Background: an optimization exercise with open tools, aiming at small area, a short achievable clock period and few clock cycles per item. Do not read the settings as production practice. Only simulation tests tie the RTL to the original design; equivalence was not proved. No driver is modelled on the clock port, so clock power and skew are understated where the tree is cut down; a real chip needs a root buffer or a tree. Power and IR drop assume default switching activity.

JK:
==> flow/design.v (excerpt) <==
module RIM(
    input clk,rst_n,in_valid,
    input [7:0] maze,
    output reg out_valid,
    output reg [2:0] out_row,out_col
);
Size: ~300 cells after synthesis, roughly 61 flip-flops, roughly 18 I/O pins, about 2400 um2 of cells after synthesis.
export LEC_CHECK = 0
export ABC_AREA = 1
export CAP_MARGIN = 20
export CORE_MARGIN = 2
export CORE_UTILIZATION = 40
export SLEW_MARGIN = 20
create_clock -name core_clock -period 8.0 [get_ports {clk}]
standard.sh (not shown) runs the stock make flow with config.mk's settings and CLKGATE_MAP_FILE= SYNTH_SCRIPT=/design/flow/synth_recipe.tcl, a recipe that flattens the netlist after the stock synthesis.
==> flow/flow/run.sh <==
#!/bin/bash
# Standard ORFS layout (the standard.sh, standard synthesis unchanged),
# with the extra make settings listed in flow/args.txt (one per line), and
# the clock tree replaced by flow/oneclk.tcl (run as the PRE_CTS hook).
set -euo pipefail
mapfile -t ARGS < <(grep -v '^#' flow/args.txt | grep -v '^$')
bash standard.sh "${ARGS[@]}" PRE_CTS_TCL=$PWD/flow/oneclk.tcl finish > standard_flow.log 2>&1
==> flow/flow/args.txt <==
SETUP_SLACK_MARGIN=5.7
BUFFER_PORTS_ARGS=-buffer_cell sky130_fd_sc_hd__buf_1
==> flow/flow/oneclk.tcl <==
# PRE_CTS hook: replace the clock tree by a few clock buffers, each driving an
# equal share of the clock sinks (split by x position) from the centre of its
# share, so the clock reaches every register through exactly one buffer.
# TritonCTS is then skipped: clock_tree_synthesis becomes a no-op.
set clkbuf_cell sky130_fd_sc_hd__clkbuf_16
set sinks_per_buf 21
set db [ord::get_db]
set block [ord::get_db_block]
set m [$db findMaster $clkbuf_cell]
set clk [$block findNet clk]
set sinks {}
foreach it [$clk getITerms] {
  set bb [[$it getInst] getBBox]
  lappend sinks [list [expr {([$bb xMin]+[$bb xMax])/2}] [expr {([$bb yMin]+[$bb yMax])/2}] $it]
}
set sinks [lsort -integer -index 0 $sinks]
set ns [llength $sinks]
set nb [expr {($ns + $sinks_per_buf - 1) / $sinks_per_buf}]
puts "oneclk: $ns clock sinks, $nb buffers ($clkbuf_cell)"
for {set g 0} {$g < $nb} {incr g} {
  set lo [expr {$g*$ns/$nb}]
  set hi [expr {($g+1)*$ns/$nb - 1}]
  set nn [odb::dbNet_create $block clknet_root_$g]
  $nn setSigType CLOCK
  set inst [odb::dbInst_create $block $m clkbuf_root_$g]
  set xs 0; set ys 0; set n 0
  foreach s [lrange $sinks $lo $hi] {
    lassign $s x y it
    incr xs $x; incr ys $y; incr n
    $it disconnect
    $it connect $nn
  }
  $inst setLocation [expr {$xs/$n}] [expr {$ys/$n}]
  $inst setPlacementStatus PLACED
  foreach it [$inst getITerms] {
    set mt [[$it getMTerm] getName]
    if {$mt == "A"} {$it connect $clk}
    if {$mt == "X"} {$it connect $nn}
  }
}
detailed_placement
source [file join [file dirname [info script]] split.tcl]
rename clock_tree_synthesis {}
proc clock_tree_synthesis {args} { puts "clock_tree_synthesis skipped: clock buffers placed by oneclk.tcl" }
==> flow/flow/split.tcl <==
# Isolate each output port's register from its internal loads: the register
# then drives only the port's output buffer and one buffer that drives
# everything else, so the path to the port sees a light load.
set split_cell sky130_fd_sc_hd__buf_1
set block [ord::get_db_block]
foreach bterm [$block getBTerms] {
  if {[$bterm getIoType] != "OUTPUT"} continue
  set pnet [$bterm getNet]
  set obuf ""
  foreach it [$pnet getITerms] { if {[$it isOutputSignal]} { set obuf [$it getInst] } }
  if {$obuf == ""} continue
  set qnet ""
  foreach it [$obuf getITerms] { if {[$it isInputSignal]} { set qnet [$it getNet] } }
  if {$qnet == ""} continue
  set loads {}
  foreach it [$qnet getITerms] {
    if {[$it isInputSignal] && [[$it getInst] getName] != [$obuf getName]} {
      lappend loads [get_pins "[[$it getInst] getName]/[[$it getMTerm] getName]"]
    }
  }
  if {[llength $loads] > 0} {
    puts "split: [$bterm getName] net [$qnet getName]: [llength $loads] internal loads"
    insert_buffer -buffer_cell $split_cell -net [get_nets [$qnet getName]] -load_pins $loads
  }
}
detailed_placement
JK completed end to end with timing, DRC and antenna clean.
Testbench counts of JK, summed over its fixed seeds: cycles 11,040, mazes 480.
The following lists how MS was set up differently from JK:
==> flow/flow/args.txt <==
SETUP_SLACK_MARGIN=5.5
BUFFER_PORTS_ARGS=-buffer_cell sky130_fd_sc_hd__buf_1
diff --git a/flow/flow/oneclk.tcl b/flow/flow/oneclk.tcl
--- a/flow/flow/oneclk.tcl
+++ b/flow/flow/oneclk.tcl
@@ -40,5 +40,4 @@
 }
 detailed_placement
-source [file join [file dirname [info script]] split.tcl]
 rename clock_tree_synthesis {}
 proc clock_tree_synthesis {args} { puts "clock_tree_synthesis skipped: clock buffers placed by oneclk.tcl" }
diff --git a/flow/config.mk b/flow/config.mk
--- a/flow/config.mk
+++ b/flow/config.mk
@@ -6,5 +6,5 @@
 export NUM_CORES = 4
 export LEC_CHECK = 0
-export ABC_AREA = 1
+export ABC_CLOCK_PERIOD_IN_PS = 2500
 export CAP_MARGIN = 20
 export CORE_MARGIN = 2
removed: flow/flow/split.tcl
==> comparison <==
- For JK, the last element of the critical path was out_valid, unlike MS, where it was out_col[1].
- Lower non-clock inverter count in the final layout among JK and MS: MS
- Relative to JK, sequential share of layout area has decreased by 0.74 points in MS.
- Overall power of the completed layout of MS exceeds that of JK slightly.
- Compared with JK, in MS clock network power share down 0.2 points, xor-xnor portion of the synthesized cell area increased 0.69 points, via count went down by 13.
- When the final numbers for JK and MS were put side by side, the global-route met2 utilization turned out to be greater in JK.
> inputs changed (MS -> AL)
==> flow/flow/args.txt <==
SETUP_SLACK_MARGIN=5.8
BUFFER_PORTS_ARGS=-buffer_cell sky130_fd_sc_hd__buf_1
diff --git a/flow/flow/oneclk.tcl b/flow/flow/oneclk.tcl
--- a/flow/flow/oneclk.tcl
+++ b/flow/flow/oneclk.tcl
@@ -40,4 +40,5 @@
 }
 detailed_placement
+source [file join [file dirname [info script]] split.tcl]
 rename clock_tree_synthesis {}
 proc clock_tree_synthesis {args} { puts "clock_tree_synthesis skipped: clock buffers placed by oneclk.tcl" }
==> flow/flow/split.tcl (new file) <==
# Isolate each output port's register from its internal loads: the register
# then drives only the port's output buffer and one buffer that drives
# everything else, so the path to the port sees a light load.
set split_cell sky130_fd_sc_hd__buf_2
set block [ord::get_db_block]
foreach bterm [$block getBTerms] {
  if {[$bterm getIoType] != "OUTPUT"} continue
  set pnet [$bterm getNet]
  set obuf ""
  foreach it [$pnet getITerms] { if {[$it isOutputSignal]} { set obuf [$it getInst] } }
  if {$obuf == ""} continue
  set qnet ""
  foreach it [$obuf getITerms] { if {[$it isInputSignal]} { set qnet [$it getNet] } }
  if {$qnet == ""} continue
  set loads {}
  foreach it [$qnet getITerms] {
    if {[$it isInputSignal] && [[$it getInst] getName] != [$obuf getName]} {
      lappend loads [get_pins "[[$it getInst] getName]/[[$it getMTerm] getName]"]
    }
  }
  if {[llength $loads] > 0} {
    puts "split: [$bterm getName] net [$qnet getName]: [llength $loads] internal loads"
    insert_buffer -buffer_cell $split_cell -net [get_nets [$qnet getName]] -load_pins $loads
  }
}
detailed_placement
diff --git a/flow/config.mk b/flow/config.mk
--- a/flow/config.mk
+++ b/flow/config.mk
@@ -6,5 +6,5 @@
 export NUM_CORES = 4
 export LEC_CHECK = 0
-export ABC_CLOCK_PERIOD_IN_PS = 2500
+export ABC_AREA = 1
 export CAP_MARGIN = 20
 export CORE_MARGIN = 2
==> comparison <==
- Diff MS -> AL: synthesized instance count went up 34; filler cell count went up by 11%; power density relative to cell area saw an increase.
- MS vs AL, worst setup path startpoint: out_col[1] vs out_valid
The following lists how TR was set up differently from AL:
==> flow/flow/args.txt <==
SETUP_SLACK_MARGIN=5.5
BUFFER_PORTS_ARGS=-buffer_cell sky130_fd_sc_hd__buf_1
diff --git a/flow/flow/oneclk.tcl b/flow/flow/oneclk.tcl
--- a/flow/flow/oneclk.tcl
+++ b/flow/flow/oneclk.tcl
@@ -3,6 +3,6 @@
 # share, so the clock reaches every register through exactly one buffer.
 # TritonCTS is then skipped: clock_tree_synthesis becomes a no-op.
-set clkbuf_cell sky130_fd_sc_hd__clkbuf_16
-set sinks_per_buf 21
+set clkbuf_cell sky130_fd_sc_hd__clkbuf_8
+set sinks_per_buf 16
 set db [ord::get_db]
 set block [ord::get_db_block]
@@ -40,5 +40,4 @@
 }
 detailed_placement
-source [file join [file dirname [info script]] split.tcl]
 rename clock_tree_synthesis {}
 proc clock_tree_synthesis {args} { puts "clock_tree_synthesis skipped: clock buffers placed by oneclk.tcl" }
diff --git a/flow/config.mk b/flow/config.mk
--- a/flow/config.mk
+++ b/flow/config.mk
@@ -6,5 +6,5 @@
 export NUM_CORES = 4
 export LEC_CHECK = 0
-export ABC_AREA = 1
+export ABC_CLOCK_PERIOD_IN_PS = 2500
 export CAP_MARGIN = 20
 export CORE_MARGIN = 2
removed: flow/flow/split.tcl
TR vs. AL: fraction of power consumed by the clock network went down by 2.3 points.
Of AL and TR, TR shows the higher worst-margin pin slew, with AL below it.
Simple-gate share of the synthesized area (higher): AL
Comparing AL and TR, total power is lower on TR.
[diff] internal cell power, TR relative to AL: improvement
Changes observed in TR relative to AL: utilization went down by 0.38 points, first-iteration DRC count went down by 9, combinational power share went down by 1.3 points, minimum clock period went up by 0.16 ns.
## Diff of input files: PW against TR
==> flow/flow/args.txt <==
SETUP_SLACK_MARGIN=5.85
BUFFER_PORTS_ARGS=-buffer_cell sky130_fd_sc_hd__buf_1
diff --git a/flow/flow/oneclk.tcl b/flow/flow/oneclk.tcl
--- a/flow/flow/oneclk.tcl
+++ b/flow/flow/oneclk.tcl
@@ -3,6 +3,6 @@
 # share, so the clock reaches every register through exactly one buffer.
 # TritonCTS is then skipped: clock_tree_synthesis becomes a no-op.
-set clkbuf_cell sky130_fd_sc_hd__clkbuf_8
-set sinks_per_buf 16
+set clkbuf_cell sky130_fd_sc_hd__clkbuf_16
+set sinks_per_buf 21
 set db [ord::get_db]
 set block [ord::get_db_block]
diff --git a/flow/config.mk b/flow/config.mk
--- a/flow/config.mk
+++ b/flow/config.mk
@@ -6,5 +6,5 @@
 export NUM_CORES = 4
 export LEC_CHECK = 0
-export ABC_CLOCK_PERIOD_IN_PS = 2500
+export ABC_AREA = 1
 export CAP_MARGIN = 20
 export CORE_MARGIN = 2
## What came out
Diff PW..TR | number of well taps | unchanged
Per the comparison of PW with TR, routed via count divided by cell count down about 9%; post-synthesis sequential area ratio up 2.4 points; leakage dissipation up 21%.
Of the two values seen for critical-path cell with the highest stage delay, sky130_fd_sc_hd__dfrtp_1 was produced by TR and sky130_fd_sc_hd__dfrtp_2 by PW.
For the data arrival at the endpoint of the critical path, PW came in 0.14 ns lower than TR did.
PW vs TR on distinct cell type count of the synthesized netlist: PW is the lower one.
Higher length of routed met2 wiring was reported by TR, not PW.
In every run of this note, the design's own scripts or RTL, not TritonCTS, make the clock network.

==> separate check: timing with driven ports <==
Ports are ideal in the flow. The routed layouts listed here were re-timed in OpenROAD. Step 1 (the two cells are an assumption about what drives the block):
set clk [get_ports {clk}]
set_driving_cell -lib_cell sky130_fd_sc_hd__clkbuf_16 $clk
set_driving_cell -lib_cell sky130_fd_sc_hd__buf_2 [delete_from_list [all_inputs] $clk]
Step 2, shift: input delay + t, output delay - t, t = (earliest + latest rising clock arrival at the registers) / 2. This alone moves slack from input paths to output paths. Three values: ideal, step 1, step 2; two values: the first two.
run | shift t [ns] | setup WS [ns] | pins driven straight from the clock port
JK | 0.206 | 5.725 / 5.665 / 5.871 | 3
MS | 0.203 | 5.579 / 5.522 / 5.725 | 3
AL | 0.207 | 5.727 / 5.667 / 5.874 | 3
TR | 0.202 | 5.564 / 5.513 / 5.714 | 4
PW | 0.206 | 5.701 / 5.642 / 5.848 | 3
After both steps setup and hold are still met in every run listed.
